This is an optimization exercise on Yosys and OpenROAD, whose aim is small area, a short achievable clock period and few clock cycles per item, not a production implementation. Where RTL was checked, it was by simulation tests only, not by an equivalence proof against the original. For runs 1 to 5, only the layout was checked, not whether the RTL still works. In every run shown here, the design's own scripts or RTL, not TritonCTS, make the clock network. The clock input has no modelled driver; a real chip could not lean on it and would need a root buffer or a full tree. Power figures rest on the tool's default switching activity, not on a simulated workload.

===== config.mk =====
export PLATFORM = sky130hd
export DESIGN_NAME = automaton
export DESIGN_NICKNAME = automaton
export VERILOG_FILES = /design/flow/design.v
export SDC_FILE = /design/flow/constraint.sdc
export NUM_CORES = 8
export LEC_CHECK = 0
export ABC_AREA = 1
export CAP_MARGIN = 20
export CORE_MARGIN = 2
export CORE_UTILIZATION = 60
export GPL_ROUTABILITY_DRIVEN = 1
export GPL_TIMING_DRIVEN = 1
export PLACE_DENSITY = 0.65
export SLEW_MARGIN = 20

===== constraint.sdc =====
create_clock -name core_clock -period 10.0 [get_ports {clk}]
set_input_delay 2.0000 -clock core_clock [delete_from_list [all_inputs] [get_ports {clk}]]
set_output_delay 2.0000 -clock core_clock [all_outputs]
set_load 0.01 [all_outputs]

===== design.v =====
`timescale 1ns / 1ps
module automaton(
    input               clk,
    input               rst,
    input      [31:0]   rule,
    output reg [5:0]    row,
    output reg [5:0]    col,
    output reg          world_we,
    input               world_in,
    output reg          world_out,
    output reg          update_done);
    reg [17:0] sr;          
    reg [63:0] st;          
    reg        c0, c1;      
    reg        halo;        
    reg        first;       
    reg        d1;          
    wire       is_read = ~world_we;
    wire       do_wr = is_read & (world_in ? c1 : c0);
    reg  [5:0] nr_row, nr_col;
    reg        nr_halo;
    always @* begin
        if (is_read & halo) begin
            nr_row  = (col == 6'd63) ? row : row - 6'd8;
            nr_col  = col + 6'd1;
            nr_halo = 1'b0;
        end else begin
            nr_row  = row + ((~is_read & (col == 6'd63)) ? 6'd9 : 6'd1);
            nr_col  = is_read ? col : col + 6'd1;
            nr_halo = (row[2:0] == 3'd7);
        end
    end
    wire       ncol0 = (nr_col == 6'd0);
    wire       mN = ncol0 ? (nr_row == 6'd8) : (nr_row == 6'd0);
    wire       mS = ncol0 ? (nr_row == 6'd7) : (nr_row == 6'd63);
    wire       mW = (nr_col == 6'd1);
    wire       j0 = (nr_row[2:0] == 3'd0);      
    wire       tS = is_read ? sr[6]  : sr[7];
    wire       tC = is_read ? sr[7]  : sr[8];
    wire       tN = is_read ? sr[8]  : sr[9];
    wire       tW = is_read ? sr[16] : sr[17];
    wire       bN = (j0 ? st[63] : tN) & ~mN;
    wire       bW = tW & ~mW;
    wire       bS = tS & ~mS;
    wire       r0 = rule[{bN, bW, tC, 1'b0, bS}];
    wire       r1 = rule[{bN, bW, tC, 1'b1, bS}];
    wire       valid = ~nr_halo & ~(first & ncol0);
    wire [5:0] wr_row = (col == 6'd0) ? row - 6'd8 : row;
    always @(posedge clk) begin
        if (is_read)
            sr <= {sr[16:0], world_in};
        if (is_read & ~halo & (row[2:0] == 3'd0))
            st <= {st[62:0], sr[1]};
        world_out <= ~sr[8];
        if (rst) begin
            row <= 6'd0;
            col <= 6'd0;
            world_we <= 1'b0;
            halo <= 1'b0;
            first <= 1'b1;
            c0 <= 1'b0;
            c1 <= 1'b0;
            d1 <= 1'b0;
            update_done <= 1'b0;
        end else begin
            if (do_wr) begin
                row <= wr_row;
                col <= col - 6'd1;
                halo <= 1'b0;
            end else begin
                row <= nr_row;
                col <= nr_col;
                halo <= nr_halo;
            end
            world_we <= do_wr;
            c0 <= valid & (r0 ^ tC);
            c1 <= valid & (((nr_col == 6'd0) ? r0 : r1) ^ tC);
            first <= first & (col == 6'd0);
            d1 <= is_read & ~first & (row == 6'd7) & (col == 6'd0);
            update_done <= d1;
        end
    end
endmodule

===== flow/run.sh =====
#!/bin/bash
set -euo pipefail
bash standard.sh SETUP_SLACK_MARGIN=7.3 BUFFER_PORTS_ARGS="-buffer_cell sky130_fd_sc_hd__buf_1" PRE_CTS_TCL=$(pwd)/flow/own_cts.tcl  finish > standard.log 2>&1

===== flow/own_cts.tcl =====
# Own clock tree, sourced as PRE_CTS_TCL. The clock port drives 4 clock
# buffers directly, and each buffer drives the clock pins of one group of
# flip-flops. With OWN_CTS_INV1 and OWN_CTS_INV2 set, each buffer is instead a
# pair of inverters: the port drives the first, the first drives only the
# second, and the second drives the group. The groups come from two cuts of
# the placed flip-flops: one across x or y, then one across each half the
# other way. The cut positions are searched so that the group with the
# largest estimated load (pin capacitance plus the wire of a minimum spanning
# tree) is as light as it can be. Every flip-flop is the same number of stages
# from the clock port.
# The tree is built in place of TritonCTS, that is after the CTS step's
# repair_clock_inverters (which would otherwise copy the inverters next to
# every flip-flop); the rest of the CTS step (legalisation, repair_timing)
# runs as usual.

# estimated load of a group in fF: 1.8 fF per clock pin, 0.12 fF per um of
# the minimum spanning tree over the pins (Prim)
proc own_cts_cost {pts} {
  set n [llength $pts]
  if {$n == 0} { return 0 }
  set xs [lmap p $pts {lindex $p 0}]
  set ys [lmap p $pts {lindex $p 1}]
  set in [lrepeat $n 0]
  set d [lrepeat $n 1e18]
  lset d 0 0
  set tot 0.0
  for {set k 0} {$k < $n} {incr k} {
    set best -1; set bd 1e18
    for {set i 0} {$i < $n} {incr i} {
      if {![lindex $in $i] && [lindex $d $i] < $bd} { set bd [lindex $d $i]; set best $i }
    }
    lset in $best 1
    set tot [expr {$tot + $bd}]
    set bx [lindex $xs $best]; set by [lindex $ys $best]
    for {set i 0} {$i < $n} {incr i} {
      if {![lindex $in $i]} {
        set dd [expr {abs([lindex $xs $i] - $bx) + abs([lindex $ys $i] - $by)}]
        if {$dd < [lindex $d $i]} { lset d $i $dd }
      }
    }
  }
  return [expr {1.8 * $n + 0.12 * $tot}]
}

# cut a list of {x y iterm} at fraction f along axis (0: x, 1: y)
proc own_cts_cut {pts axis f} {
  set pts [lsort -real -index $axis $pts]
  set k [expr {int(round([llength $pts] * $f))}]
  return [list [lrange $pts 0 [expr {$k - 1}]] [lrange $pts $k end]]
}

proc own_cts_build {} {
  set db [ord::get_db]
  set block [ord::get_db_block]
  set bufcell sky130_fd_sc_hd__clkbuf_16
  if {[info exists ::env(OWN_CTS_BUF)]} { set bufcell $::env(OWN_CTS_BUF) }
  set master [$db findMaster $bufcell]
  set inv1 ""
  if {[info exists ::env(OWN_CTS_INV1)] && [info exists ::env(OWN_CTS_INV2)]} {
    set inv1 [$db findMaster $::env(OWN_CTS_INV1)]
    set inv2 [$db findMaster $::env(OWN_CTS_INV2)]
  }
  set clknet [$block findNet clk]
  set dbu [$block getDbUnitsPerMicron]

  set sinks {}
  foreach it [$clknet getITerms] {
    set bb [[$it getInst] getBBox]
    set x [expr {([$bb xMin] + [$bb xMax]) / 2.0 / $dbu}]
    set y [expr {([$bb yMin] + [$bb yMax]) / 2.0 / $dbu}]
    lappend sinks [list $x $y $it]
  }
  puts "own_cts: [llength $sinks] clock sinks"

  set fracs {0.38 0.40 0.42 0.44 0.46 0.48 0.50 0.52 0.54 0.56 0.58 0.60 0.62}
  set best {}
  set bestcost 1e18
  foreach axis {0 1} {
    foreach f1 $fracs {
      set sub {}
      set worst 0
      foreach h [own_cts_cut $sinks $axis $f1] {
        set hb {}; set hc 1e18
        foreach f2 $fracs {
          set q [own_cts_cut $h [expr {1 - $axis}] $f2]
          set c [expr {max([own_cts_cost [lindex $q 0]], [own_cts_cost [lindex $q 1]])}]
          if {$c < $hc} { set hc $c; set hb $q }
        }
        lappend sub {*}$hb
        set worst [expr {max($worst, $hc)}]
      }
      if {$worst < $bestcost} { set bestcost $worst; set best $sub }
    }
  }
  puts "own_cts: worst estimated group load [format %.1f $bestcost] fF"

  set i 0
  foreach g $best {
    set sx 0.0; set sy 0.0
    foreach p $g { set sx [expr {$sx + [lindex $p 0]}]; set sy [expr {$sy + [lindex $p 1]}] }
    set cx [expr {int($sx / [llength $g] * $dbu)}]
    set cy [expr {int($sy / [llength $g] * $dbu)}]
    set net [odb::dbNet_create $block "clknet_own_$i"]
    $net setSigType CLOCK
    if {$inv1 eq ""} {
      set inst [odb::dbInst_create $block $master "clkbuf_own_$i"]
      [$inst findITerm A] connect $clknet
      [$inst findITerm X] connect $net
      set placed [list $inst]
    } else {
      set a [odb::dbInst_create $block $inv1 "clkinv_own_a$i"]
      set b [odb::dbInst_create $block $inv2 "clkinv_own_b$i"]
      set mid [odb::dbNet_create $block "clknet_own_m$i"]
      $mid setSigType CLOCK
      [$a findITerm A] connect $clknet
      [$a findITerm Y] connect $mid
      [$b findITerm A] connect $mid
      [$b findITerm Y] connect $net
      set placed [list $b $a]
    }
    foreach p $g {
      set it [lindex $p 2]
      $it disconnect
      $it connect $net
    }
    set dx 0
    foreach inst $placed {
      $inst setLocation [expr {$cx + $dx}] $cy
      $inst setPlacementStatus PLACED
      set dx [expr {$dx + [[$inst getMaster] getWidth]}]
    }
    puts "own_cts: group $i at ($cx, $cy): [llength $g] sinks, estimated [format %.1f [own_cts_cost $g]] fF"
    incr i
  }
}

rename clock_tree_synthesis tritoncts_unused
proc clock_tree_synthesis {args} {
  own_cts_build
  puts "own_cts: clock tree built by own_cts.tcl, TritonCTS skipped"
  set_propagated_clock [all_clocks]
}

===== standard.sh =====
#!/bin/bash
# synth_recipe.tcl (not shown) runs the flow's synth.tcl, then flattens the netlist and writes it again
# the make line also repeats each setting of config.mk as NAME=value (left out here)
make -C /OpenROAD-flow-scripts/flow DESIGN_CONFIG=/design/flow/config.mk WORK_HOME=/design/flow/orfs CLKGATE_MAP_FILE= SYNTH_SCRIPT=/design/flow/synth_recipe.tcl "${@:-finish}"

==> results of run 1 <==
-- layout make-up --
class	instances	area, sq um
Buffer	4	100
Multi-Input combinational cell	224	1610
Fill cell	427	1400
Timing Repair Buffer	83	543
Inverter	37	154
Tap cell	96	120
Sequential cell	102	2910
-- state kept, by name, summed over array words and instances, names as in the netlist, 6 cells and up --
signal	flops
sr	18
st	64
col	6
row	6
-- repair_timing --
item / in CTS / in global routing
gates resized for setup: 79 / 45
setup endpoints to repair: 28 / 25
pin swaps: 27 / 40
gates cloned: 3 / 0
buffers inserted: 17 / 15
-- cell usage in the layout, fill, tap and decap left out, types with 5 or more instances in the layout --
| master | count |
|---|---|
| buf_6 | 11 |
| nand2_2 | 11 |
| nand3_2 | 18 |
| buf_4 | 25 |
| buf_2 | 7 |
| dfxtp_1 | 7 |
| inv_2 | 7 |
| o21ai_1 | 7 |
| nand2_4 | 10 |
| a21oi_1 | 5 |
| nand3_1 | 49 |
| xor2_1 | 6 |
| inv_1 | 23 |
| nor2_1 | 9 |
| dfxtp_4 | 12 |
| nor2_4 | 11 |
| ha_1 | 5 |
| o21ai_0 | 6 |
| edfxtp_1 | 82 |
| buf_1 | 35 |
| nand2_1 | 49 |
-- critical path, cell delays in order (launching register included) --
cell     delay, ns
dfxtp_4       0.38
ha_4          0.15
inv_4         0.04
nor2_4        0.13
nand2_4       0.07
nor2_4        0.13
ha_4          0.19
nand2_4       0.06
o21ai_4       0.14
nand2_1       0.07
nand2_1       0.08
nand3_2       0.08
nand2_4       0.11
nor2_4        0.04
nand2_2       0.08
nand2_4       0.11
nand2_8       0.13
nand2_8       0.10
nand2_4       0.12
nand3_2       0.06
nand3_2       0.09
nand3_2       0.09
nand2_2       0.08
xor2_1        0.16
nor2_1        0.06
-- worst max path at each step --
stage	slack, ns	cells past startpoint	from	endpoint
floorplan	7.21	7	world_in	row[1]
global placement	6.66	20	world_we	c0
detailed placement	6.62	20	world_we	c0
CTS	7.19	24	col[1]	c0
global route	6.96	26	col[0]	c1
finish	7.12	24	col[0]	c0
-- stage by stage --
stage	utilization, %	cells	setup WS [ns]	instance area, sq um
floorplan	-	366	7.21	4300
global placement	67.0	507	6.66	4580
detailed placement	67.0	507	6.62	4580
CTS	74.7	531	7.19	5100
global route	79.5	546	6.96	5430
finish	79.5	546	7.12	5430
-- power by group through the flow --
stage | sequential [mW] | clock [mW] | combinational, mW
finish | 0.823 | 0.167 | 0.652
global route | 0.839 | 0.184 | 0.711
detailed placement | 0.825 | 0 | 0.438
CTS | 0.828 | 0.172 | 0.537
floorplan | 0.799 | 0 | 0.339
global placement | 0.826 | 0 | 0.430
-- metal layers --
layer  part of all wire [%]  vias to the layer above
li1                       -                     1447
met3                    5.3                       19
met5                      0                        -
met4                    2.1                        0
met2                     46                      118
met1                     47                     1469
-- cells in the mapped netlist (all sizes together) --
library cell	instances
edfxtp	82
nand2	71
nand3	68
inv	34
nor2	25
dfxtp	20
o21ai	15
ha	8
xor2	8
o22ai	6
a21oi	5
buf	4
nand4	4
clkinv	3
xnor2	3
clkbuf	2
nor3	2
o211ai	2
o21a	2
and2	1
nor3b	1
-- kinds of logic (layout without fill, tap and decap cells) --
logic type,count (synthesis),after routing,synth area share [%]
simple gates,172,175,19.4
flops,102,102,67.4
buf+inv,43,124,4.42
compound gates,30,30,4.03
xor+xnor,11,11,2.44
fa+ha+maj,8,8,2.36
==> flow_summary.ini, run 1 <==
[global_routing]
gr-usage-met3_pct = 1.70
antenna_found_initial = 0
grt_pass1_vias = 2593
grt_max_degree = 65
grt_pass1_wl_mm = 12.4
use_met2_pct = 30.6
grt_use_total_pct = 20.1
grt-ovfl-total = 0
busiest_layer = met1
grt_use_met1_pct = 32.2

[logic_synthesis]
synth_area_sq_um = 4250
ys_ff_latch = 102
synth_cell_types = 32
synth_area_leaders = edfxtp_1 58%, dfxtp_1 9.4%, nand3_1 8.0%, nand2_1 5.7%, inv_1 2.5%
syn-num-nets = 409
synth.avg_cell_area_sq_um = 11.6
synth-warning-count = 1
yosysTopAreaCell = edfxtp_1
synthCells = 366
yosys.area.top_type_share_pct = 58.0
yosysSeqAreaShare_pct = 67.4

[placement]
hpwlAfterDp_mm = 5.00
io_buffers = 49
gp_congestion = 0.836

[sta]
period_minus_slack_ns = 2.88
tightest_slew_ns = 1.02
drv_slew = 0
finClkSkew_ns = 0.00792
final-hold-violation-count = 0
post-route-period-util_pct = 28.8
setup_viol = 0
whs_ns = 0.412
fmax_mhz = 347
tns_ns = 0
rsz0062_at_grt = true
slew_headroom_pct = 32.3

[drt]
ant_nets = 0
route.detailed.drc = 0
vias = 3053
initialDrtViolationCount = 164
drt-vias-per-instance = 5.59
wl_mm = 8.76
wire_per_inst_microns = 16.0
first_pass_iters = 5

[clocking]
clock_latency_ns = 0.16
cts_hold_buf = 0
clkSlewWorstSetupHoldPaths_ns = 0.09

[floorplan]
die_h_microns = 88.2
io_pins = 50
core_area_sq_um = 6830
rows = 30
initial_utilization_pct = 62.2
die_x_microns = 88.2
die_area_sq_um = 7770

[pwr]
power_frac_clock_pct = 10.2
power.leakage_nw = 2.12
switching_share_pct = 35.2
p_total_mw = 1.64
pwr-share-seq_pct = 50.1
powerDensity_nw_per_um2 = 302
p_sw_mw = 0.577
ir_drop_mv = 0.180
intPower_mw = 1.07
comb_power_share_pct = 39.7

[worst_setup_path]
r2r_slack_ns = 7.12
crit_type = register to register
endpoint_kind = register
rr_worst_depth = 24
r2r_start = col[0]
rr_endpoint = c0
cp-start-kind = register
critPathRequiredTime_ns = 10.05
worstPathArrival_ns = 2.93
worstPathMaxFanout = 8

[hold_path]
whs_path_depth = 2
hp-class = register to register
hold_path_end = update_done
hold_start = d1

[status]
status = timing/DRC/antenna clean

[layout]
drive_gt1_share_pct = 32.9
synthToLayoutAreaGrowth_pct = 27.9
layout.nets = 495
n_antenna_cell = 0

[flow_run]
drv_cap = 0
==> run 2, diff against run 1 <==
==> flow/run.sh (replaced) <==
#!/bin/bash
set -euo pipefail
bash standard.sh SETUP_SLACK_MARGIN=7.3 BUFFER_PORTS_ARGS="-buffer_cell sky130_fd_sc_hd__buf_1" PRE_CTS_TCL=$(pwd)/flow/own_cts.tcl OWN_CTS_INV1=sky130_fd_sc_hd__inv_16 OWN_CTS_INV2=sky130_fd_sc_hd__inv_16 finish > standard.log 2>&1
--- a/config.mk
+++ b/config.mk
@@ -8,8 +8,8 @@
 export ABC_AREA = 1
 export CAP_MARGIN = 20
 export CORE_MARGIN = 2
-export CORE_UTILIZATION = 60
+export CORE_UTILIZATION = 50
 export GPL_ROUTABILITY_DRIVEN = 1
 export GPL_TIMING_DRIVEN = 1
-export PLACE_DENSITY = 0.65
+export PLACE_DENSITY = 0.6
 export SLEW_MARGIN = 20
==> run 2 against run 1 <==
Sequential power fell by 0.5%. Clock skew rose by 0.0025 ns. Critical path depth did not move. Setup slack got worse by 0.047 ns. Critical path type unchanged. Largest power group unchanged. Highest routed layer unchanged.
==> flow_summary.ini, run 2 <==
[status]
status = timing/DRC/antenna clean

[logic_synthesis]
yosys.area.top_type_share_pct = 58.0
synth_cell_types = 32
synth_common_cells = 82 x edfxtp_1, 68 x nand3_1, 65 x nand2_1
synth-main-ff-cell = edfxtp_1
synth-warning-count = 1
yosysSeqAreaShare_pct = 67.4
synth_edf_count = 82
ys_ff_latch = 102
synthCells = 366
async_flop_share_pct = 0
synthMostInstantiatedCell = edfxtp_1
synth_area_leaders = edfxtp_1 58%, dfxtp_1 9.4%, nand3_1 8.0%, nand2_1 5.7%, inv_1 2.5%
synth_area_sq_um = 4250
yosysTopAreaCell = edfxtp_1
syn-num-nets = 409
synth.avg_cell_area_sq_um = 11.6

[worst_setup_path]
cp-start-kind = register
r2r_slack_ns = 7.07
worstPathMaxFanout = 8
critPathRequiredTime_ns = 9.99
crit_type = register to register
worstPathArrival_ns = 2.92
endpoint_kind = register

[clocking]
cts_hold_buf = 0
clock_latency_ns = 0.11
clkSlewWorstSetupHoldPaths_ns = 0.08

[layout]
drive_gt1_share_pct = 31.1
largest_reg_flops = 64
layout.nets = 485
fillCellCount = 656
largestRegisters = st (64), sr (18)
largest_register = st
final_cell_mix = 82 x edfxtp_1, 47 x nand2_1, 47 x nand3_1, 39 x buf_1, 23 x inv_1
post-route-util_pct = 64.1
n_antenna_cell = 0
fin_area_sq_um = 5270
final_common_cell = edfxtp_1
instances_no_fill = 545
synthToLayoutAreaGrowth_pct = 24.0

[drt]
first_pass_iters = 4
vias = 2886
initialDrtViolationCount = 99
route.detailed.drc = 0
ant_nets = 0
wl_mm = 8.12
drt-vias-per-instance = 5.30
wire_per_inst_microns = 14.9

[pwr]
ir_drop_mv = 0.193
power.leakage_nw = 2.00
p_total_mw = 1.61
powerDensity_nw_per_um2 = 305

[floorplan]
core_area_sq_um = 8220
rows = 33
die_h_microns = 96.2
die_x_microns = 96.2
die_area_sq_um = 9250
initial_utilization_pct = 51.7
io_pins = 50

[sta]
rsz0062_at_grt = true
fmax_mhz = 341
tightest_slew_ns = 1.04
finClkSkew_ns = 0.0104
post-route-period-util_pct = 29.3
drv_slew = 0
setup_viol = 0
period_minus_slack_ns = 2.93
final-hold-violation-count = 0
tns_ns = 0
slew_headroom_pct = 30.5

[global_routing]
grt-ovfl-total = 0
grt_max_degree = 65
antenna_found_initial = 0
grt_use_total_pct = 16.9
grt_pass1_vias = 2601
grt_pass1_wl_mm = 12.5

[placement]
hpwlAfterDp_mm = 4.82
dp.cells = 516
placed_area_sq_um = 4590
io_buffers = 49
gp_congestion = 0.821

[hold_path]
hp-class = register to register

[flow_run]
drv_cap = 0
## run 2: cell counts after synthesis
Identical to the previous run, type by type.
## run 2: power by group
part           internal [mW]  total, mW  switching, mW
Sequential             0.738      0.819         0.0816
Clock                 0.0628      0.202          0.139
Combinational          0.210      0.587          0.377
## run 2: final cells by class
type                            instances  area, sq um  area share [%]
Tap cell                              105          131            2.49
Sequential cell                       102         2890            54.9
Multi-Input combinational cell        224         1540            29.2
Timing Repair Buffer                   69          390            7.41
Inverter                               45          318            6.03
## run 2: final timing paths
| kind | to | depth (start not counted) | start |
|---|---|---|---|
| worst max-delay path | c1 | 24 | col[0] |
| worst min-delay path | update_done | 2 | d1 |
| worst max register to register | c1 | 24 | col[0] |
| worst min register to register | update_done | 2 | d1 |
## run 2: layer usage
layer,part of all wire [%],up-vias,GRT usage (%)
met5,0,-,0
met3,4.5,13,1.64
met2,46,69,27.1
met1,47,1385,25.6
li1,-,1419,-
met4,2.0,0,3.10
## run 2: critical path, cell delays in order, from the launching register on
cell and delay, ns:
dfxtp_4 0.37, ha_4 0.14, inv_4 0.04, nor2_4 0.12, nand2_2 0.08, nor2_1 0.09
ha_1 0.28, xor2_1 0.17, nand2_1 0.07, nand2_2 0.10, inv_1 0.05, nand3_1 0.09
nand2_2 0.09, nor2_4 0.21, nand2_8 0.11, nand2_8 0.12, nand2_2 0.06, nand3_1 0.10
nand3_2 0.09, nand3_2 0.10, nand3_2 0.09, nand2_2 0.07, nand2_1 0.04, nand2_1 0.09
nor2_2 0.04
## run 2: logic make-up after synthesis
| kind of cell | Yosys count | share of synthesized area [%] |
|---|---|---|
| XOR/XNOR | 11 | 2.44 |
| AND/OR/NAND/NOR | 172 | 19.4 |
| AO/OA/AOI/OAI | 30 | 4.03 |
| buffers and inverters | 43 | 4.42 |
| adder cells (fa/ha/maj) | 8 | 2.36 |
| flip-flops | 102 | 67.4 |
## run 2: through the flow
stage                     hold WS (ns)  setup WS, ns
after floorplan                  0.388          7.21
after global placement           0.393          6.68
after detailed placement         0.394          6.61
after CTS                        0.404          7.15
after global routing             0.431          6.87
final                            0.402          7.07
## run 2: timing repair
action | CTS | global route
gates resized for setup | 54 | 46
setup buffers | 12 | 6
pin swaps | 30 | 46
cloned | 3 | 0
setup endpoints to repair | 28 | 28
==> run 3, diff against run 2 <==
--- a/design.v
+++ b/design.v
@@ -30,11 +30,17 @@
             nr_halo = (row[2:0] == 3'd7);
         end
     end
-    wire       ncol0 = (nr_col == 6'd0);
-    wire       mN = ncol0 ? (nr_row == 6'd8) : (nr_row == 6'd0);
-    wire       mS = ncol0 ? (nr_row == 6'd7) : (nr_row == 6'd63);
-    wire       mW = (nr_col == 6'd1);
-    wire       j0 = (nr_row[2:0] == 3'd0);      
+    wire       rh = is_read & halo;             
+    wire       rd = is_read & ~halo;            
+    wire       ncol0 = rd ? (col == 6'd0) : (col == 6'd63);    
+    wire       mW    = rd ? (col == 6'd1) : (col == 6'd0);     
+    wire       j0    = rh | (row[2:0] == 3'd7);                
+    wire       mN    = rh ? (row == 6'd8) :                    
+                       rd ? ((col == 6'd0) ? (row == 6'd7) : (row == 6'd63)) :
+                            (row == 6'd63);
+    wire       mS    = rh ? 1'b0 :                             
+                       rd ? ((col == 6'd0) ? (row == 6'd6) : (row == 6'd62)) :
+                            (row == 6'd62);
     wire       tS = is_read ? sr[6]  : sr[7];
     wire       tC = is_read ? sr[7]  : sr[8];
     wire       tN = is_read ? sr[8]  : sr[9];
@@ -74,7 +80,7 @@
             end
             world_we <= do_wr;
             c0 <= valid & (r0 ^ tC);
-            c1 <= valid & (((nr_col == 6'd0) ? r0 : r1) ^ tC);
+            c1 <= valid & ((ncol0 ? r0 : r1) ^ tC);
             first <= first & (col == 6'd0);
             d1 <= is_read & ~first & (row == 6'd7) & (col == 6'd0);
             update_done <= d1;
==> run 3 against run 2 <==
Still clean. Clock power is essentially flat. Via count shrank 5.9%. Global-route usage shrank 1.1 points. Critical path depth shrank 14. Die area shrank 2.1%. Sequential cell count is the same. Synthesized cell count shrank 7.4%. Largest cell class unchanged.
==> flow_summary.ini, run 3 <==
[status]
status = timing/DRC/antenna clean

[worst_setup_path]
endpoint_kind = register
slowest_delay_ns = 0.25
r2r_slack_ns = 7.30
crit_path_frequent_cell = nor2_4
slowest_stage = mux2i_4
cp-start-kind = primary input
cp_top_family = compound AO/OA/AOI/OAI gates
worst-path-buf-inv = 3
critPathRequiredTime_ns = 10.03
crit_chain = buf_8 > mux2i_4 > nor2_4 > inv_4 > nor2_4 > a31oi_4 > inv_2 > a31oi_1 > o21ai_1 > a21oi_1
crit_type = primary input to register
worstPathArrival_ns = 3.23
worstPathMaxFanout = 4

[placement]
io_buffers = 49
gp_congestion = 0.868
pre_cts_slack_ns = 6.46
hpwlAfterDp_mm = 4.68
placed_area_sq_um = 4450
dp.cells = 489

[drt]
wl_mm = 7.63
first_pass_iters = 5
route.detailed.drc = 0
initialDrtViolationCount = 125
wire_per_inst_microns = 15.0
drt-vias-per-instance = 5.33
ant_nets = 0
vias = 2717

[sta]
period_minus_slack_ns = 3.20
post-route-period-util_pct = 32.0
finClkSkew_ns = 0.0111
rsz0062_at_grt = true
setup_viol = 0
setup_ws_ns = 6.80
whs_ns = 0.421
fmax_mhz = 313
final-hold-violation-count = 0
tightest_slew_ns = 0.767
slew_headroom_pct = 48.8
drv_slew = 0
tns_ns = 0

[global_routing]
antenna_found_initial = 0
grt_use_total_pct = 15.8
grt_pass1_wl_mm = 11.5
grt_max_degree = 65
grt_pass1_vias = 2309
grt-ovfl-total = 0

[logic_synthesis]
yosys.area.top_type_share_pct = 59.3
synth-warning-count = 1
synthMostInstantiatedCell = edfxtp_1
yosysTopAreaCell = edfxtp_1
yosysSeqAreaShare_pct = 68.9
synth_edf_count = 82
async_flop_share_pct = 0
synth_cell_types = 33
synth.avg_cell_area_sq_um = 12.3
synth-main-ff-cell = edfxtp_1
synth_area_leaders = edfxtp_1 59%, dfxtp_1 9.6%, nand3_1 6.3%, nand2_1 4.3%, ha_1 3.0%
syn-num-nets = 384
synthCells = 339
synth_common_cells = 82 x edfxtp_1, 52 x nand3_1, 48 x nand2_1
synth_area_sq_um = 4160
ys_ff_latch = 102

[layout]
largest_reg_flops = 64
layout.nets = 452
drive_gt1_share_pct = 20.0
fin_area_sq_um = 4890
n_antenna_cell = 0
post-route-util_pct = 60.1
final_common_cell = edfxtp_1
synthToLayoutAreaGrowth_pct = 17.7
largest_register = st
instances_no_fill = 510
final_cell_mix = 82 x edfxtp_1, 46 x nand2_1, 45 x buf_1, 44 x nand3_1, 28 x inv_1
largestRegisters = st (64), sr (18)

[floorplan]
core_area_sq_um = 8130
die_h_microns = 95.2
initial_utilization_pct = 51.1
io_pins = 50
die_x_microns = 95.2
rows = 33
die_area_sq_um = 9060

[clocking]
clock_latency_ns = 0.11
cts_hold_buf = 0
clkSlewWorstSetupHoldPaths_ns = 0.08

[flow_run]
drv_cap = 0

[pwr]
power.leakage_nw = 1.81
powerDensity_nw_per_um2 = 332
ir_drop_mv = 0.135
p_total_mw = 1.63

[hold_path]
hp-class = register to register
==> run 3: cell count changes in the layout (fill, tap and decap cells not counted), moves of 5 or more <==
cell / change
a21oi_1: +11
buf_1: +6
clkbuf_2: -5
inv_1: +5
nand2_2: -17
nand3_2: -11
==> run 3: logic make-up (layout without fill, tap and decap cells) <==
kind of cell	count (synthesis)	in the layout	share of synthesized area (%)
DFF	102	102	68.9
AOI/OAI and AO/OA	42	42	5.87
xor gates and xnor gates	4	4	0.843
and+or+nand+nor	138	138	16.5
buffers and inverters	42	108	4.61
adders and majority gates	10	10	3.01
muxes	1	1	0.241
==> run 3: worst reg2reg max path, stage by stage (launching register included) <==
cell and delay [ns]:
dfxtp_2 0.38, ha_1 0.18, nand3_1 0.16, nor3_1 0.44, inv_1 0.11, nor2_1 0.16, ha_1 0.25, inv_1 0.09
nor2_1 0.05, inv_1 0.07, a21oi_1 0.07, a21oi_1 0.11, o21ai_0 0.11, a31oi_1 0.14, o21ai_1 0.11, a21oi_1 0.18
==> run 3: path summary, 6_finish.rpt <==
path / from / to / depth (start not counted)
max: world_in / row[5] / 10
min: sr[4] / sr[5] / 0
max reg2reg: col[0] / row[5] / 15
min reg2reg: sr[4] / sr[5] / 0
==> run 3: repair_timing <==
| item | 4_1_cts | 5_1_grt |
|---|---|---|
| gates resized for setup | 35 | 28 |
| pin swaps | 16 | 11 |
| setup endpoints to repair | 24 | 22 |
| setup buffers | 11 | 2 |
==> run 3: layer usage <==
metal / share of wire [%] / wire length [microns] / track usage, % / up-vias
li1: - / - / - / 1333
met1: 50 / 3810 / 25.8 / 1308
met2: 45 / 3410 / 23.4 / 66
met3: 3.8 / 288 / 1.26 / 10
met4: 1.6 / 121 / 3.02 / 0
met5: 0 / 0 / 0 / -
==> run 3: layout make-up <==
cell class	instances	area [sq um]
fill	654	3240
inverter	44	300
multi-input combinational	195	1260
sequential	102	2880
tap	105	131
timing repair buffer	64	323
==> run 3: power by group <==
| part | internal [mW] | total, mW | switching [mW] |
|---|---|---|---|
| sequential | 0.761 | 0.851 | 0.0896 |
| clock | 0.0614 | 0.205 | 0.143 |
| combinational | 0.192 | 0.570 | 0.378 |
==> run 4, diff against run 3 <==
==> flow/run.sh (replaced) <==
#!/bin/bash
set -euo pipefail
bash standard.sh SETUP_SLACK_MARGIN=7.3 BUFFER_PORTS_ARGS="-buffer_cell sky130_fd_sc_hd__buf_1" PRE_CTS_TCL=$(pwd)/flow/own_cts.tcl  finish > standard.log 2>&1
==> run 4 against run 3 <==
Combinational power decreased by 4%. Power decreased by 3.3%. Via count decreased by 1.7%. Sequential power about the same. Area after synthesis unchanged. Maximum frequency increased by 1.5%. Register-to-register slack improved by 0.28 ns.
==> flow_summary.ini, run 4 <==
[pwr]
power.leakage_nw = 1.78
switching_share_pct = 35.2
pwr-share-seq_pct = 54.1
power_frac_clock_pct = 10.9
p_sw_mw = 0.553
ir_drop_mv = 0.129
comb_power_share_pct = 35.0
intPower_mw = 1.02
powerDensity_nw_per_um2 = 329

[placement]
gp_congestion = 0.868
pre_cts_slack_ns = 6.46
io_buffers = 49
placed_area_sq_um = 4450
dp.cells = 489
hpwlAfterDp_mm = 4.68

[worst_setup_path]
worstPathArrival_ns = 3.20
endpoint_kind = register
cp-start-kind = primary input
crit_type = primary input to register
critPathRequiredTime_ns = 10.05
worstPathMaxFanout = 5

[logic_synthesis]
yosysTopAreaCell = edfxtp_1
synth_cell_types = 33
synthCells = 339
synth_edf_count = 82
synth-simple-area-share_pct = 16.5
yosysSeqAreaShare_pct = 68.9
yosys.area_share.xor_xnor_pct = 0.843
syn-num-nets = 384
ys_ff_latch = 102
synth_compound_area_share_pct = 5.87
synthMostInstantiatedCell = edfxtp_1
yosys.area.top_type_share_pct = 59.3
synth_top_family_by_area = simple AND/OR/NAND/NOR gates
synth_area_sq_um = 4160
synth-main-ff-cell = edfxtp_1
synth-warning-count = 1
synth_area_leaders = edfxtp_1 59%, dfxtp_1 9.6%, nand3_1 6.3%, nand2_1 4.3%, ha_1 3.0%
synth.avg_cell_area_sq_um = 12.3
synthAdderAreaFrac_pct = 3.01
muxShareOfSynthArea_pct = 0.241
synth_common_cells = 82 x edfxtp_1, 52 x nand3_1, 48 x nand2_1
async_flop_share_pct = 0

[drt]
wire_per_inst_microns = 14.8
wl_mm = 7.44
route.detailed.drc = 0
vias = 2670
drt-vias-per-instance = 5.31
initialDrtViolationCount = 100
first_pass_iters = 4
ant_nets = 0

[global_routing]
grt_use_total_pct = 15.4
grt-ovfl-total = 0
antenna_found_initial = 0
grt_max_degree = 65
grt_pass1_vias = 2225
grt_pass1_wl_mm = 11.2

[sta]
setup_ws_ns = 6.85
tns_ns = 0
tightest_slew_ns = 0.782
post-route-period-util_pct = 31.5
fmax_mhz = 317
final-hold-violation-count = 0
finClkSkew_ns = 0.0103
rsz0062_at_grt = true
setup_viol = 0
drv_slew = 0
period_minus_slack_ns = 3.15
slew_headroom_pct = 47.9

[layout]
post-route-util_pct = 58.7
largestRegisters = st (64), sr (18)
largest_register = st
layout.nets = 445
synthToLayoutAreaGrowth_pct = 15.0
largest_reg_flops = 64
final_cell_mix = 82 x edfxtp_1, 48 x nand3_1, 46 x nand2_1, 40 x buf_1, 29 x inv_1
fin_area_sq_um = 4780
fillCellCount = 673
n_antenna_cell = 0
instances_no_fill = 503
drive_gt1_share_pct = 19.3
final_common_cell = edfxtp_1

[flow_run]
drv_cap = 0

[floorplan]
initial_utilization_pct = 51.1
die_area_sq_um = 9060
die_h_microns = 95.2
die_x_microns = 95.2
rows = 33
io_pins = 50
core_area_sq_um = 8130

[status]
status = timing/DRC/antenna clean

[clocking]
clock_latency_ns = 0.16
clkSlewWorstSetupHoldPaths_ns = 0.10

[hold_path]
hp-class = register to register
## run 4: cells by family (layout without fill, tap and decap cells)
| logic type | Yosys count | after routing |
|---|---|---|
| XOR/XNOR | 4 | 4 |
| flip-flops | 102 | 102 |
| adder cells (fa/ha/maj) | 10 | 10 |
| multiplexers | 1 | 1 |
| AO/OA/AOI/OAI | 42 | 42 |
| AND/OR/NAND/NOR | 138 | 138 |
| buffers and inverters | 42 | 101 |
## run 4: layer usage
| metal | up-vias | wire (microns) | track usage [%] |
|---|---|---|---|
| met2 | 47 | 3270 | 22.7 |
| li1 | 1312 | - | - |
| met4 | 0 | 119 | 1.93 |
| met3 | 11 | 277 | 1.42 |
| met1 | 1300 | 3770 | 25.7 |
| met5 | - | 0 | 0 |
## run 4: final cells by class
class | count | area [sq um] | share of cell area (%)
sequential | 102 | 2880 | 60.4
buffer | 4 | 100 | 2.10
multi-input combinational | 195 | 1210 | 25.4
tap | 105 | 131 | 2.75
timing repair buffer | 61 | 310 | 6.50
inverter | 36 | 138 | 2.88
## run 4: per-stage QoR
stage               total power, mW  hold slack (ns)
floorplan                      1.20            0.388
global placement               1.32            0.402
detailed placement             1.33            0.405
CTS                            1.54            0.426
global route                   1.68            0.431
finish                         1.57            0.423
## run 4: final timing paths
check | startpoint | end | slack (ns) | cells past startpoint
worst min register to register | sr[4] | sr[5] | 0.42 | 0
worst min-delay path | sr[4] | sr[5] | 0.42 | 0
worst max-delay path | world_in | row[3] | 6.85 | 10
worst max register to register | col[0] | row[5] | 7.58 | 15
## run 4: timing repair
action,CTS,global route
setup endpoints to repair,28,26
resized for setup,35,26
hold buffers,0,0
setup buffers,7,3
pin swaps,13,8
## run 4: critical path, stage by stage
cell      delay (ns)
buf_8           0.08
mux2i_4         0.26
nor2_4          0.05
inv_2           0.09
nor2_2          0.05
a31oi_1         0.18
inv_1           0.09
buf_4           0.15
a31oi_1         0.15
a221oi_1        0.09
## run 4: power groups by stage
stage | combinational (mW) | sequential [mW] | clock (mW)
2_1_floorplan | 0.377 | 0.825 | 0
3_3_place_gp | 0.471 | 0.849 | 0
6_report | 0.550 | 0.851 | 0.172
5_1_grt | 0.616 | 0.874 | 0.188
3_5_place_dp | 0.480 | 0.852 | 0
4_1_cts | 0.513 | 0.852 | 0.177
==> run 5, diff against run 4 <==
==> flow/run.sh (replaced) <==
#!/bin/bash
set -euo pipefail
bash standard.sh SETUP_SLACK_MARGIN=7.0 BUFFER_PORTS_ARGS="-buffer_cell sky130_fd_sc_hd__buf_1" PRE_CTS_TCL=$(pwd)/flow/own_cts.tcl  finish > standard.log 2>&1
==> run 5 against run 4 <==
Cell count fell by 0.60%. Worst hold slack worse by 0.014 ns. Die area unchanged. Largest power group unchanged. Final area shrank 1.8%. Via count decreased by 4.6%. Highest routed layer unchanged.
==> flow_summary.ini, run 5 <==
[worst_setup_path]
rr_worst_depth = 15
crit_chain = buf_8 > mux2i_4 > nor2_4 > inv_4 > nor2_4 > a31oi_4 > inv_2 > a31oi_1 > o21ai_1 > a21oi_1
crit_path_frequent_cell = nor2_4
slowest_delay_ns = 0.26
endpoint_kind = register
crit_type = primary input to register
worstPathMaxFanout = 5
critPathRequiredTime_ns = 10.09
worstPathArrival_ns = 3.21
slowest_stage = mux2i_4
cp-start-kind = primary input

[logic_synthesis]
synth.avg_cell_area_sq_um = 12.3
synth_area_sq_um = 4160
synth-main-ff-cell = edfxtp_1
synth_common_cells = 82 x edfxtp_1, 52 x nand3_1, 48 x nand2_1
synthMostInstantiatedCell = edfxtp_1
yosys.area.top_type_share_pct = 59.3
syn-num-nets = 384
ys_ff_latch = 102
synth_cell_types = 33
synth-warning-count = 1
yosysSeqAreaShare_pct = 68.9
yosysTopAreaCell = edfxtp_1
synthCells = 339
synth_edf_count = 82
async_flop_share_pct = 0
synth_area_leaders = edfxtp_1 59%, dfxtp_1 9.6%, nand3_1 6.3%, nand2_1 4.3%, ha_1 3.0%

[sta]
rsz0062_at_grt = true
period_minus_slack_ns = 3.12
final-hold-violation-count = 0
tns_ns = 0
fmax_mhz = 321
drv_slew = 0
slew_headroom_pct = 49.9
tightest_slew_ns = 0.751
finClkSkew_ns = 0.00930
setup_viol = 0
post-route-period-util_pct = 31.2

[floorplan]
core_area_sq_um = 8130
rows = 33
die_area_sq_um = 9060
io_pins = 50
die_h_microns = 95.2
initial_utilization_pct = 51.1
die_x_microns = 95.2

[clocking]
clkSlewWorstSetupHoldPaths_ns = 0.10
cts_hold_buf = 0
clock_latency_ns = 0.16

[drt]
ant_nets = 0
wl_mm = 7.11
wire_per_inst_microns = 14.2
first_pass_iters = 4
drt-vias-per-instance = 5.09
vias = 2547
route.detailed.drc = 0
initialDrtViolationCount = 132

[global_routing]
gr-usage-met3_pct = 0.870
grt_use_met1_pct = 25.5
busiest_layer = met1
grt_use_total_pct = 15.1
grt_max_degree = 65
grt_pass1_vias = 2223
grt-ovfl-total = 0
grt_pass1_wl_mm = 10.8
use_met2_pct = 21.9
antenna_found_initial = 0

[layout]
largest_reg_flops = 64
layout.nets = 442
largestRegisters = st (64), sr (18)
n_antenna_cell = 0
fin_area_sq_um = 4690
final_cell_mix = 82 x edfxtp_1, 51 x nand3_1, 48 x buf_1, 47 x nand2_1, 29 x inv_1
drive_gt1_share_pct = 12.2
instances_no_fill = 500
synthToLayoutAreaGrowth_pct = 12.9
largest_register = st
final_common_cell = edfxtp_1

[pwr]
power_frac_clock_pct = 11.0
intPower_mw = 0.997
p_sw_mw = 0.530
switching_share_pct = 34.7
power.leakage_nw = 1.71
ir_drop_mv = 0.131
pwr-share-seq_pct = 55.4
comb_power_share_pct = 33.6
powerDensity_nw_per_um2 = 325

[status]
status = timing/DRC/antenna clean

[hold_path]
hp-class = register to register
whs_path_depth = 2

[placement]
io_buffers = 49
dp.cells = 489
placed_area_sq_um = 4450
hpwlAfterDp_mm = 4.60
gp_congestion = 0.870

[flow_run]
drv_cap = 0
## run 5: cell counts after synthesis
Identical to the previous run, type by type.
## run 5: cell type report
class | instances | area, sq um
plain buffers | 4 | 100
fillers | 673 | 3440
inverters | 36 | 138
multi-input cells | 195 | 1190
flip-flops and latches | 102 | 2860
well taps | 105 | 131
repair buffers | 58 | 267
## run 5: cells by family (layout without fill, tap and decap cells)
group                      count (synthesis)  after routing  synth area share [%]
xor gates and xnor gates                   4              4                 0.843
buffers and inverters                     42             98                  4.61
AOI/OAI and AO/OA                         42             42                  5.87
muxes                                      1              1                 0.241
DFF                                      102            102                  68.9
adders and majority gates                 10             10                  3.01
and+or+nand+nor                          138            138                  16.5
## run 5: per-layer routing
layer / vias up / wire [microns]
li1: 1307 / -
met1: 1181 / 3620
met2: 51 / 3100
met3: 8 / 300
met4: 0 / 97
met5: - / 0
## run 5: final timing paths
path | from | endpoint | slack (ns)
worst max-delay path | world_in | row[5] | 6.88
worst min-delay path | d1 | update_done | 0.41
worst max register to register | col[0] | row[5] | 7.31
worst min register to register | d1 | update_done | 0.41
## run 5: what timing repair did
| action | CTS | global route |
|---|---|---|
| pin swaps | 5 | 7 |
| resized for setup | 12 | 17 |
| setup endpoints to repair | 10 | 9 |
| buffers inserted | 7 | 0 |
## run 5: critical path: cells and delay by family
family	cells	cell delay, ns
AND/OR/NAND/NOR	2	0.13
buffers and inverters	3	0.26
AO/OA/AOI/OAI	4	0.55
multiplexers	1	0.26
## run 5: power groups by stage
stage / combinational [mW] / clock [mW] / sequential (mW)
after floorplan: 0.375 / 0 / 0.830
after global placement: 0.470 / 0 / 0.849
after detailed placement: 0.480 / 0 / 0.849
after CTS: 0.500 / 0.177 / 0.848
after global routing: 0.579 / 0.187 / 0.870
final: 0.513 / 0.168 / 0.846
## run 5: per-stage QoR
stage | hold WS (ns) | power (mW) | setup WS, ns | utilization (%)
5_1_grt | 0.427 | 1.64 | 6.84 | 57.7
2_1_floorplan | 0.388 | 1.20 | 6.85 | -
6_report | 0.408 | 1.53 | 6.88 | 57.7
3_5_place_dp | 0.396 | 1.33 | 6.45 | 54.7
3_3_place_gp | 0.396 | 1.32 | 6.52 | 54.7
4_1_cts | 0.412 | 1.53 | 6.92 | 57.0
==> run 6, diff against run 5 <==
--- a/design.v
+++ b/design.v
@@ -1,4 +1,16 @@
 `timescale 1ns / 1ps
+module automaton_pick(
+    input         world_in,
+    input         c0,
+    input         c1,
+    input         is_read,
+    input  [12:0] wr,           
+    input  [12:0] rd,           
+    output        do_wr,
+    output [12:0] nxt);
+    assign do_wr = is_read & (world_in ? c1 : c0);
+    assign nxt   = do_wr ? wr : rd;
+endmodule
 module automaton(
     input               clk,
     input               rst,
@@ -16,7 +28,6 @@
     reg        first;       
     reg        d1;          
     wire       is_read = ~world_we;
-    wire       do_wr = is_read & (world_in ? c1 : c0);
     reg  [5:0] nr_row, nr_col;
     reg        nr_halo;
     always @* begin
@@ -52,6 +63,14 @@
     wire       r1 = rule[{bN, bW, tC, 1'b1, bS}];
     wire       valid = ~nr_halo & ~(first & ncol0);
     wire [5:0] wr_row = (col == 6'd0) ? row - 6'd8 : row;
+    wire       do_wr;
+    wire [5:0] n_row, n_col;
+    wire       n_halo;
+    automaton_pick pick(.world_in(world_in), .c0(c0), .c1(c1),
+                        .is_read(is_read),
+                        .wr({wr_row, col - 6'd1, 1'b0}),
+                        .rd({nr_row, nr_col, nr_halo}),
+                        .do_wr(do_wr), .nxt({n_row, n_col, n_halo}));
     always @(posedge clk) begin
         if (is_read)
             sr <= {sr[16:0], world_in};
@@ -69,15 +88,9 @@
             d1 <= 1'b0;
             update_done <= 1'b0;
         end else begin
-            if (do_wr) begin
-                row <= wr_row;
-                col <= col - 6'd1;
-                halo <= 1'b0;
-            end else begin
-                row <= nr_row;
-                col <= nr_col;
-                halo <= nr_halo;
-            end
+            row <= n_row;
+            col <= n_col;
+            halo <= n_halo;
             world_we <= do_wr;
             c0 <= valid & (r0 ^ tC);
             c1 <= valid & ((ncol0 ? r0 : r1) ^ tC);
==> flow/run.sh (replaced) <==
#!/bin/bash
set -euo pipefail
bash standard.sh SETUP_SLACK_MARGIN=7.3 BUFFER_PORTS_ARGS="-buffer_cell sky130_fd_sc_hd__buf_1" PRE_CTS_TCL=$(pwd)/flow/own_cts.tcl OWN_CTS_INV1=sky130_fd_sc_hd__inv_16 OWN_CTS_INV2=sky130_fd_sc_hd__inv_16 finish > standard.log 2>&1
--- a/config.mk
+++ b/config.mk
@@ -13,3 +13,4 @@
 export GPL_TIMING_DRIVEN = 1
 export PLACE_DENSITY = 0.6
 export SLEW_MARGIN = 20
+export SYNTH_HIERARCHICAL = 1
==> run 6 against run 5 <==
Power fell by 3.2%. Synthesized cell count rose by 20%. Clock skew about the same. First-iteration DRC count rose by 17%. Highest routed layer unchanged.
==> flow_summary.ini, run 6 <==
[status]
status = timing/DRC/antenna clean

[global_routing]
grt_pass1_vias = 2799
grt-ovfl-total = 0
grt_use_total_pct = 16.9
antenna_found_initial = 0
grt_pass1_wl_mm = 13.7
grt_max_degree = 65

[layout]
largest_register = st
largest_reg_flops = 64
final_cell_mix = 82 x edfxtp_1, 62 x nand2_1, 59 x nand3_1, 49 x inv_1, 41 x buf_1
fin_area_sq_um = 5050
multi_input_area_sq_um = 1420
synthToLayoutAreaGrowth_pct = 12.8
post-route-util_pct = 57.9
drive_gt1_share_pct = 15.0
seq_area_sq_um = 2890
instances_no_fill = 567
largestRegisters = st (64), sr (18)
fillCellCount = 745
n_antenna_cell = 0
layout.nets = 506
final_common_cell = edfxtp_1

[logic_synthesis]
synth_area_sq_um = 4480
synth.avg_cell_area_sq_um = 11.0
yosysTopAreaCell = edfxtp_1
synth-main-ff-cell = edfxtp_1
yosys.area.top_type_share_pct = 55.0
synthCells = 408
async_flop_share_pct = 0
synth_edf_count = 82
synth_area_leaders = edfxtp_1 55%, dfxtp_1 8.9%, nand3_1 7.3%, nand2_1 5.6%, inv_1 4.1%
synth_common_cells = 82 x edfxtp_1, 67 x nand2_1, 65 x nand3_1
synthMostInstantiatedCell = edfxtp_1
syn-num-nets = 453
yosysSeqAreaShare_pct = 63.9
ys_ff_latch = 102
synth-warning-count = 7
synth_cell_types = 37

[placement]
placed_area_sq_um = 4730
hpwlAfterDp_mm = 5.17
gp_congestion = 0.870
io_buffers = 49
pre_cts_slack_ns = 6.84
dp.cells = 555

[worst_setup_path]
crit_type = primary input to register
rr_worst_depth = 14
crit_end = c1
rr_endpoint = c1
critPathRequiredTime_ns = 10.00
worstPathArrival_ns = 2.77
cp-start-kind = primary input
endpoint_kind = register
r2r_slack_ns = 7.43
r2r_start = world_we
startpoint = rule[25]
worstPathMaxFanout = 2

[clocking]
clock_latency_ns = 0.11
clkSlewWorstSetupHoldPaths_ns = 0.08

[sta]
final-hold-violation-count = 0
drv_slew = 0
setup_viol = 0
finClkSkew_ns = 0.00964
tns_ns = 0
fmax_mhz = 361
tightest_slew_ns = 0.769
setup_ws_ns = 7.23
rsz0062_at_grt = true
slew_headroom_pct = 48.7
period_minus_slack_ns = 2.77
whs_ns = 0.413
post-route-period-util_pct = 27.7

[drt]
wl_mm = 8.21
drt-vias-per-instance = 5.14
vias = 2912
initialDrtViolationCount = 154
first_pass_iters = 4
route.detailed.drc = 0
wire_per_inst_microns = 14.5
ant_nets = 0

[floorplan]
die_x_microns = 98.7
die_h_microns = 98.7
core_area_sq_um = 8720
die_area_sq_um = 9730
initial_utilization_pct = 51.4
io_pins = 50
rows = 34

[pwr]
power.leakage_nw = 1.97
powerDensity_nw_per_um2 = 293
p_total_mw = 1.48
ir_drop_mv = 0.177

[flow_run]
drv_cap = 0

[hold_path]
hp-class = register to register
==> run 6: area by class of cell <==
class | count | share of cell area [%]
Sequential cell | 102 | 57.2
Multi-Input combinational cell | 241 | 28.1
Inverter | 62 | 7.23
Timing Repair Buffer | 54 | 4.78
Tap cell | 108 | 2.68
==> run 6: report_power, final <==
group	total, mW	switching [mW]	internal [mW]	leakage, nW
Sequential	0.805	0.0769	0.728	0.986
Combinational	0.468	0.316	0.152	0.909
Clock	0.205	0.142	0.0627	0.0783
==> run 6: how the worst min path moves through the flow <==
| stage | slack [ns] | from | endpoint | cells past startpoint |
|---|---|---|---|---|
| 2_1_floorplan | 0.39 | d1 | update_done | 2 |
| 3_3_place_gp | 0.40 | sr[4] | sr[5] | 0 |
| 3_5_place_dp | 0.40 | d1 | update_done | 2 |
| 4_1_cts | 0.41 | d1 | update_done | 2 |
| 5_1_grt | 0.43 | st[19] | st[20] | 0 |
| 6_report | 0.41 | d1 | update_done | 2 |
==> run 6: critical path, stage by stage <==
cell and delay (ns):
buf_1 0.07, nand3_1 0.07, nand3_1 0.09, nand3_2 0.10, nand3_2 0.10, nand3_2 0.09, nand2_2 0.06, nor2_1 0.13
nor2_2 0.06
==> run 6: cells by family (layout without fill, tap and decap cells) <==
| family | count (synthesis) | count (layout) | synth area share (%) |
|---|---|---|---|
| buffers and inverters | 67 | 116 | 6.76 |
| other | 1 | 1 | 0.0837 |
| AO/OA/AOI/OAI | 26 | 26 | 3.55 |
| XOR/XNOR | 11 | 11 | 2.15 |
| multiplexers | 1 | 1 | 0.223 |
| AND/OR/NAND/NOR | 190 | 192 | 20.5 |
| flip-flops | 102 | 102 | 63.9 |
| adder cells (fa/ha/maj) | 10 | 10 | 2.79 |
==> run 6: layer usage <==
metal | up-vias | global-route usage, % | part of all wire (%)
met5 | - | 0 | 0
met4 | 0 | 2.42 | 1.3
met3 | 7 | 1.99 | 4.3
met2 | 55 | 26.8 | 46
met1 | 1380 | 25.9 | 48
li1 | 1470 | - | -
==> run 6: Yosys stat by module (local to each module, per instance) <==
module | times used | cells inside | flip-flops and latches
automaton | 1 | 356 | 102
automaton_pick | 1 | 52 | 0
==> run 6: timing repair <==
action	4_1_cts	5_1_grt
setup endpoints to repair	30	24
hold buffers	0	0
setup buffers	2	0
pin swaps	8	14
resized for setup	24	24
cloned	1	1
Testbench counts of run 6, summed over its fixed seeds: cycles 2,499,616, generations 384.
==> run 7, diff against run 6 <==
==> flow/run.sh (replaced) <==
#!/bin/bash
set -euo pipefail
bash standard.sh SETUP_SLACK_MARGIN=7.3 BUFFER_PORTS_ARGS="-buffer_cell sky130_fd_sc_hd__buf_1" PRE_CTS_TCL=$(pwd)/flow/own_cts.tcl  finish > standard.log 2>&1
--- a/config.mk
+++ b/config.mk
@@ -5,7 +5,7 @@
 export SDC_FILE = /design/flow/constraint.sdc
 export NUM_CORES = 8
 export LEC_CHECK = 0
-export ABC_AREA = 1
+export ABC_AREA = 0
 export CAP_MARGIN = 20
 export CORE_MARGIN = 2
 export CORE_UTILIZATION = 50
==> run 7 against run 6 <==
Still clean. Critical path depth is 3 lower. Utilization is 0.47 points higher. Sequential power is 7.3% higher. First-iteration DRC count is 23% lower. Worst hold slack better by 0.013 ns. Via count is 20% lower. Cell count is 21% lower. Setup slack worse by 0.26 ns. Sequential cell count stayed put. Combinational power is 31% higher. Register-to-register slack worse by 0.23 ns. Clock power is 18% lower. Critical path type unchanged. Largest cell class unchanged. Largest power group unchanged. Highest routed layer unchanged.
==> flow_summary.ini, run 7 <==
[status]
status = timing/DRC/antenna clean

[logic_synthesis]
synth-main-ff-cell = edfxtp_1
synth_compound_area_share_pct = 4.35
synth.avg_cell_area_sq_um = 15.7
async_flop_share_pct = 0
synth_common_cells = 82 x edfxtp_1, 20 x dfxtp_1, 17 x nand2_1, 17 x nor2b_1, 13 x inv_1
synth_edf_count = 82
ys_ff_latch = 102
synth_area_leaders = edfxtp_1 56%, dfxtp_1 9.2%, mux4_1 4.8%, mux2_4 3.4%, ha_1 2.9%
synth_cell_types = 47
yosysSeqAreaShare_pct = 65.4
synth-simple-area-share_pct = 8.66
yosysTopAreaCell = edfxtp_1
synthCells = 279
synth-warning-count = 7
syn-num-nets = 324
synth_area_sq_um = 4380
muxShareOfSynthArea_pct = 12.2
yosys.area_share.xor_xnor_pct = 3.20
yosys.area.top_type_share_pct = 56.3
synthAdderAreaFrac_pct = 2.86
synthMostInstantiatedCell = edfxtp_1
synth_top_family_by_area = multiplexers

[drt]
drt-vias-per-instance = 5.25
vias = 2340
first_pass_iters = 4
wire_per_inst_microns = 15.6
route.detailed.drc = 0
initialDrtViolationCount = 118
wl_mm = 6.94
ant_nets = 0

[floorplan]
core_area_sq_um = 8590
initial_utilization_pct = 50.9
die_area_sq_um = 9520
io_pins = 50
die_x_microns = 97.5
rows = 34
die_h_microns = 97.5

[worst_setup_path]
slowest_stage = mux4_2
endpoint_kind = register
critPathRequiredTime_ns = 10.04
rr_worst_depth = 9
crit_chain = buf_1 > mux4_2 > mux2i_1 > mux2i_1 > mux2i_1 > o211ai_1
cp-start-kind = primary input
worst-path-buf-inv = 1
crit_path_frequent_cell = mux2i_1
cp_top_family = multiplexers
r2r_slack_ns = 7.20
r2r_start = col[0]
slowest_delay_ns = 0.45
rr_endpoint = c1
worstPathMaxFanout = 1
crit_type = primary input to register
worstPathArrival_ns = 3.07

[sta]
rsz0062_at_grt = true
fmax_mhz = 330
tightest_slew_ns = 0.756
period_minus_slack_ns = 3.03
final-hold-violation-count = 0
tns_ns = 0
finClkSkew_ns = 0.0106
drv_slew = 0
post-route-period-util_pct = 30.3
setup_viol = 0
setup_ws_ns = 6.97
slew_headroom_pct = 49.6

[global_routing]
grt_max_degree = 65
grt_pass1_wl_mm = 11.3
grt_pass1_vias = 2221
grt_use_total_pct = 14.3
antenna_found_initial = 0
grt-ovfl-total = 0

[clocking]
clkSlewWorstSetupHoldPaths_ns = 0.09
clock_latency_ns = 0.16
cts_hold_buf = 0

[layout]
synthToLayoutAreaGrowth_pct = 14.7
n_antenna_cell = 0
layout.nets = 385
largestRegisters = st (64), sr (18)
drive_gt1_share_pct = 28.7
fin_area_sq_um = 5020
final_common_cell = edfxtp_1
final_cell_mix = 82 x edfxtp_1, 35 x buf_1, 17 x nand2_1, 15 x buf_4
largest_reg_flops = 64
largest_register = st

[pwr]
ir_drop_mv = 0.133
power.leakage_nw = 1.85
p_total_mw = 1.65
powerDensity_nw_per_um2 = 328

[hold_path]
whs_path_depth = 0
hold_start = sr[15]
hp-class = register to register
hold_path_end = sr[16]

[flow_run]
drv_cap = 0

[placement]
pre_cts_slack_ns = 6.69
hpwlAfterDp_mm = 4.22
io_buffers = 49
gp_congestion = 0.757
placed_area_sq_um = 4620
==> run 7: cell type report <==
cell class                      count  area [sq um]
Buffer                              4           100
Fill cell                         699          3580
Inverter                           13          52.6
Multi-Input combinational cell    153          1450
Sequential cell                   102          2910
Tap cell                          108           135
Timing Repair Buffer               65           359
Timing Repair inverter              1          5.00
==> run 7: logic make-up (layout without fill, tap and decap cells) <==
kind of cell             count (synthesis)  after routing
flip-flops                             102            102
other                                    1              1
buffers and inverters                   25             83
adder cells (fa/ha/maj)                 10             10
multiplexers                            34             34
XOR/XNOR                                16             16
AO/OA/AOI/OAI                           26             26
AND/OR/NAND/NOR                         65             66
==> run 7: where the power goes <==
group	internal [mW]	switching (mW)	leakage (nW)
clock	0.0734	0.0958	0.0493
combinational	0.305	0.309	0.810
sequential	0.768	0.0953	0.987
total	1.15	0.500	1.85
==> run 7: worst max-delay path by stage <==
stage	from	end	slack [ns]	depth (start not counted)
after detailed placement	world_in	col[0]	6.69	5
after global placement	world_in	row[5]	6.72	5
final	rule[15]	c1	6.97	6
after global routing	rule[15]	c1	6.90	6
after floorplan	rule[5]	c0	6.92	5
after CTS	rule[15]	c1	6.96	6
==> run 7: through the flow <==
| stage | hold WS (ns) | util [%] | std cells |
|---|---|---|---|
| global route | 0.435 | 58.4 | 446 |
| CTS | 0.428 | 57.5 | 444 |
| detailed placement | 0.405 | 53.8 | 426 |
| global placement | 0.403 | 53.8 | 426 |
| floorplan | 0.400 | - | 279 |
| finish | 0.426 | 58.4 | 446 |
==> run 7: timing repair <==
item	in CTS	in global routing
buffers inserted	12	2
endpoints found under the setup margin	29	24
resized for setup	41	12
pin swaps	2	0
endpoints found under the hold margin	0	0
cloned	2	0
==> run 7: routing by layer <==
metal / track usage, % / wire, microns / vias up
li1: - / - / 1150
met1: 23.6 / 3630 / 1152
met2: 22.0 / 3070 / 34
met3: 0.791 / 170 / 4
met4: 1.50 / 70 / 0
met5: 0 / 0 / -
==> run 7: modules after synthesis, one instance, submodules excluded <==
module,times used,cell area (sq um),flip-flops and latches,cells
automaton_pick,1,230,0,17
automaton,1,4150,102,262
==> run 8, diff against run 7 <==
--- a/config.mk
+++ b/config.mk
@@ -5,7 +5,7 @@
 export SDC_FILE = /design/flow/constraint.sdc
 export NUM_CORES = 8
 export LEC_CHECK = 0
-export ABC_AREA = 0
+export ABC_AREA = 1
 export CAP_MARGIN = 20
 export CORE_MARGIN = 2
 export CORE_UTILIZATION = 50
==> run 8 against run 7 <==
Synthesized cell count increased by 46%. First-iteration DRC count increased by 41%. Area after synthesis increased by 2.4%. Setup slack improved by 0.29 ns. Register-to-register slack improved by 0.30 ns. Largest cell class unchanged. Highest routed layer unchanged. Final area increased by 1.1%. Sequential power decreased by 7.8%. Die area increased by 2.3%. Utilization decreased by 0.24 points. Worst hold slack got worse by 0.0095 ns. Combinational power decreased by about 20%. Power decreased by 12%.
==> flow_summary.ini, run 8 <==
[logic_synthesis]
synth_area_leaders = edfxtp_1 55%, dfxtp_1 8.9%, nand3_1 7.3%, nand2_1 5.6%, inv_1 4.1%
synth_common_cells = 82 x edfxtp_1, 67 x nand2_1, 65 x nand3_1
synth-warning-count = 7
synth-main-ff-cell = edfxtp_1
yosysTopAreaCell = edfxtp_1
syn-num-nets = 453
synth.avg_cell_area_sq_um = 11.0
synthCells = 408
yosys.area.top_type_share_pct = 55.0
synth_area_sq_um = 4480
ys_ff_latch = 102
async_flop_share_pct = 0
synth_edf_count = 82
synth_cell_types = 37
yosysSeqAreaShare_pct = 63.9
synthMostInstantiatedCell = edfxtp_1

[sta]
tns_ns = 0
drv_slew = 0
slew_headroom_pct = 48.3
fmax_mhz = 364
post-route-period-util_pct = 27.5
finClkSkew_ns = 0.00557
setup_viol = 0
setup_ws_ns = 7.25
period_minus_slack_ns = 2.75
final-hold-violation-count = 0
tightest_slew_ns = 0.776
rsz0062_at_grt = true

[floorplan]
die_x_microns = 98.7
die_area_sq_um = 9730
rows = 34
die_h_microns = 98.7
initial_utilization_pct = 51.4
io_pins = 50
core_area_sq_um = 8720

[placement]
gp_congestion = 0.870
io_buffers = 49
placed_area_sq_um = 4730
hpwlAfterDp_mm = 5.17
pre_cts_slack_ns = 6.84
dp.cells = 555

[drt]
wl_mm = 8.14
vias = 2942
ant_nets = 0
wire_per_inst_microns = 14.2
initialDrtViolationCount = 166
route.detailed.drc = 0
first_pass_iters = 4
drt-vias-per-instance = 5.14

[worst_setup_path]
endpoint_kind = output pin
crit_cells = 1
crit_chain = buf_1
slowest_delay_ns = 0.42
worstPathArrival_ns = 0.75
critPathRequiredTime_ns = 8.00
worst-path-buf-inv = 1
rr_endpoint = c1
slowest_stage = dfxtp_4
startpoint = world_we
crit_type = register to output pin
r2r_slack_ns = 7.50
crit_end = world_we
rr_worst_depth = 12
cp-start-kind = register
cp_top_family = flip-flops
worstPathMaxFanout = 8
r2r_start = world_we

[pwr]
intPower_mw = 0.966
pwr-share-seq_pct = 54.9
switching_share_pct = 33.5
ir_drop_mv = 0.180
powerDensity_nw_per_um2 = 287
p_sw_mw = 0.487
comb_power_share_pct = 33.6
power_frac_clock_pct = 11.5
power.leakage_nw = 2.02

[layout]
largestRegisters = st (64), sr (18)
layout.nets = 511
final_common_cell = edfxtp_1
n_antenna_cell = 0
fin_area_sq_um = 5070
final_cell_mix = 82 x edfxtp_1, 62 x nand2_1, 59 x nand3_1, 48 x inv_1, 35 x nor2_1
largest_reg_flops = 64
synthToLayoutAreaGrowth_pct = 13.2
drive_gt1_share_pct = 17.7
largest_register = st
instances_no_fill = 572

[clocking]
clkSlewWorstSetupHoldPaths_ns = 0.09
cts_hold_buf = 0
clock_latency_ns = 0.16

[hold_path]
hp-class = register to register

[global_routing]
grt_use_total_pct = 16.5
grt_pass1_vias = 2747
grt_pass1_wl_mm = 13.5
grt_max_degree = 65
grt-ovfl-total = 0
antenna_found_initial = 0

[flow_run]
drv_cap = 0

[status]
status = timing/DRC/antenna clean
[run 8: changes by cell type after synthesis, moves of 8 or more]
cell	before	now
nand2_1	17	67
nor2_1	8	36
xnor2_1	12	0
mux4_1	8	0
mux2_4	10	0
nand3_1	5	65
nor2b_1	17	0
inv_1	13	49
[run 8: how the worst min path moves through the flow]
stage | startpoint | end | slack, ns | depth (start not counted)
after floorplan | d1 | update_done | 0.39 | 2
after global placement | sr[4] | sr[5] | 0.40 | 0
after detailed placement | d1 | update_done | 0.40 | 2
after CTS | d1 | update_done | 0.42 | 2
after global routing | st[19] | st[20] | 0.43 | 0
final | d1 | update_done | 0.42 | 2
[run 8: per-stage QoR]
stage               utilization [%]  hold WS [ns]  total power [mW]
finish                         58.1         0.417              1.45
global route                   58.1         0.434              1.56
CTS                            56.4         0.415              1.44
detailed placement             54.3         0.401              1.24
global placement               54.3         0.401              1.23
floorplan                         -         0.388              1.13
[run 8: what timing repair did]
action                     4_1_cts  5_1_grt
setup endpoints to repair       32       25
cloned                           0        2
buffers inserted                 2        9
pin swaps                        8       11
resized for setup               37       21
[run 8: final cells by class]
class	instances	area, sq um
multi-input cells	241	1410
repair buffers	63	308
well taps	108	135
flip-flops and latches	102	2910
plain buffers	4	100
fillers	741	3650
inverters	54	206
[run 8: cells by family (layout without fill, tap and decap cells)]
family / Yosys count / after routing / share of synthesized area, %
other: 1 / 1 / 0.0837
flip-flops: 102 / 102 / 63.9
multiplexers: 1 / 1 / 0.223
buffers and inverters: 67 / 121 / 6.76
XOR/XNOR: 11 / 11 / 2.15
adder cells (fa/ha/maj): 10 / 10 / 2.79
AO/OA/AOI/OAI: 26 / 26 / 3.55
AND/OR/NAND/NOR: 190 / 192 / 20.5
[run 8: per-layer routing]
metal	global-route usage [%]	part of all wire (%)	routed length (microns)
met1	25.5	49	4010
met2	26.7	45	3660
met3	1.35	4.5	367
met4	1.69	1.3	102
met5	0	0	0
[run 8: power groups by stage]
stage	Clock, mW	Combinational [mW]	Sequential (mW)
floorplan	0	0.343	0.784
global placement	0	0.426	0.807
detailed placement	0	0.435	0.803
CTS	0.175	0.456	0.804
global route	0.187	0.553	0.817
finish	0.167	0.489	0.797
[run 8: per-module statistics from Yosys, one instance, submodules excluded]
module          copies in the design  cell area, sq um  cells
automaton_pick                     1               249     52
automaton                          1              4230    356

-- static timing again, ports no longer ideal --
How much do the figures lean on ideal ports? The routed layouts below were timed once more, with nothing changed but the port constraints.
Step 1 assumes that a clkbuf_16 drives the clock port and a buf_2 every other input.
Step 2 moves the port delays by t, midway between the first and last clock arrival at a register: inputs arrive t later, outputs are due t later. That takes back most of the time a late clock gives input paths.
Three values: ideal, step 1, step 2; two values: the first two.
run | shift t [ns] | setup WS [ns] | hold slack, ns | pins driven straight from the clock port
run 1 | 0.226 | 7.116 / 7.069 / 7.009 | 0.412 / 0.412 / 0.412 | 4
run 2 | 0.264 | 7.069 / 7.065 / 6.983 | 0.402 / 0.402 / 0.402 | 4
run 3 | 0.268 | 6.801 / 6.915 / 6.648 | 0.421 / 0.420 / 0.420 | 4
run 4 | 0.233 | 6.848 / 6.877 / 6.644 | 0.423 / 0.423 / 0.423 | 4
run 5 | 0.230 | 6.881 / 6.905 / 6.675 | 0.408 / 0.408 / 0.408 | 4
run 6 | 0.271 | 7.231 / 7.163 / 7.101 | 0.413 / 0.413 / 0.413 | 4
run 7 | 0.229 | 6.968 / 7.024 / 6.795 | 0.426 / 0.426 / 0.426 | 4
run 8 | 0.229 | 7.253 / 7.177 / 7.102 | 0.417 / 0.417 / 0.417 | 4
After both steps every run listed still meets setup and hold. The setup slack of run 5, which loses most, moves by +0.024 ns with the drivers and by -0.206 ns with both steps.
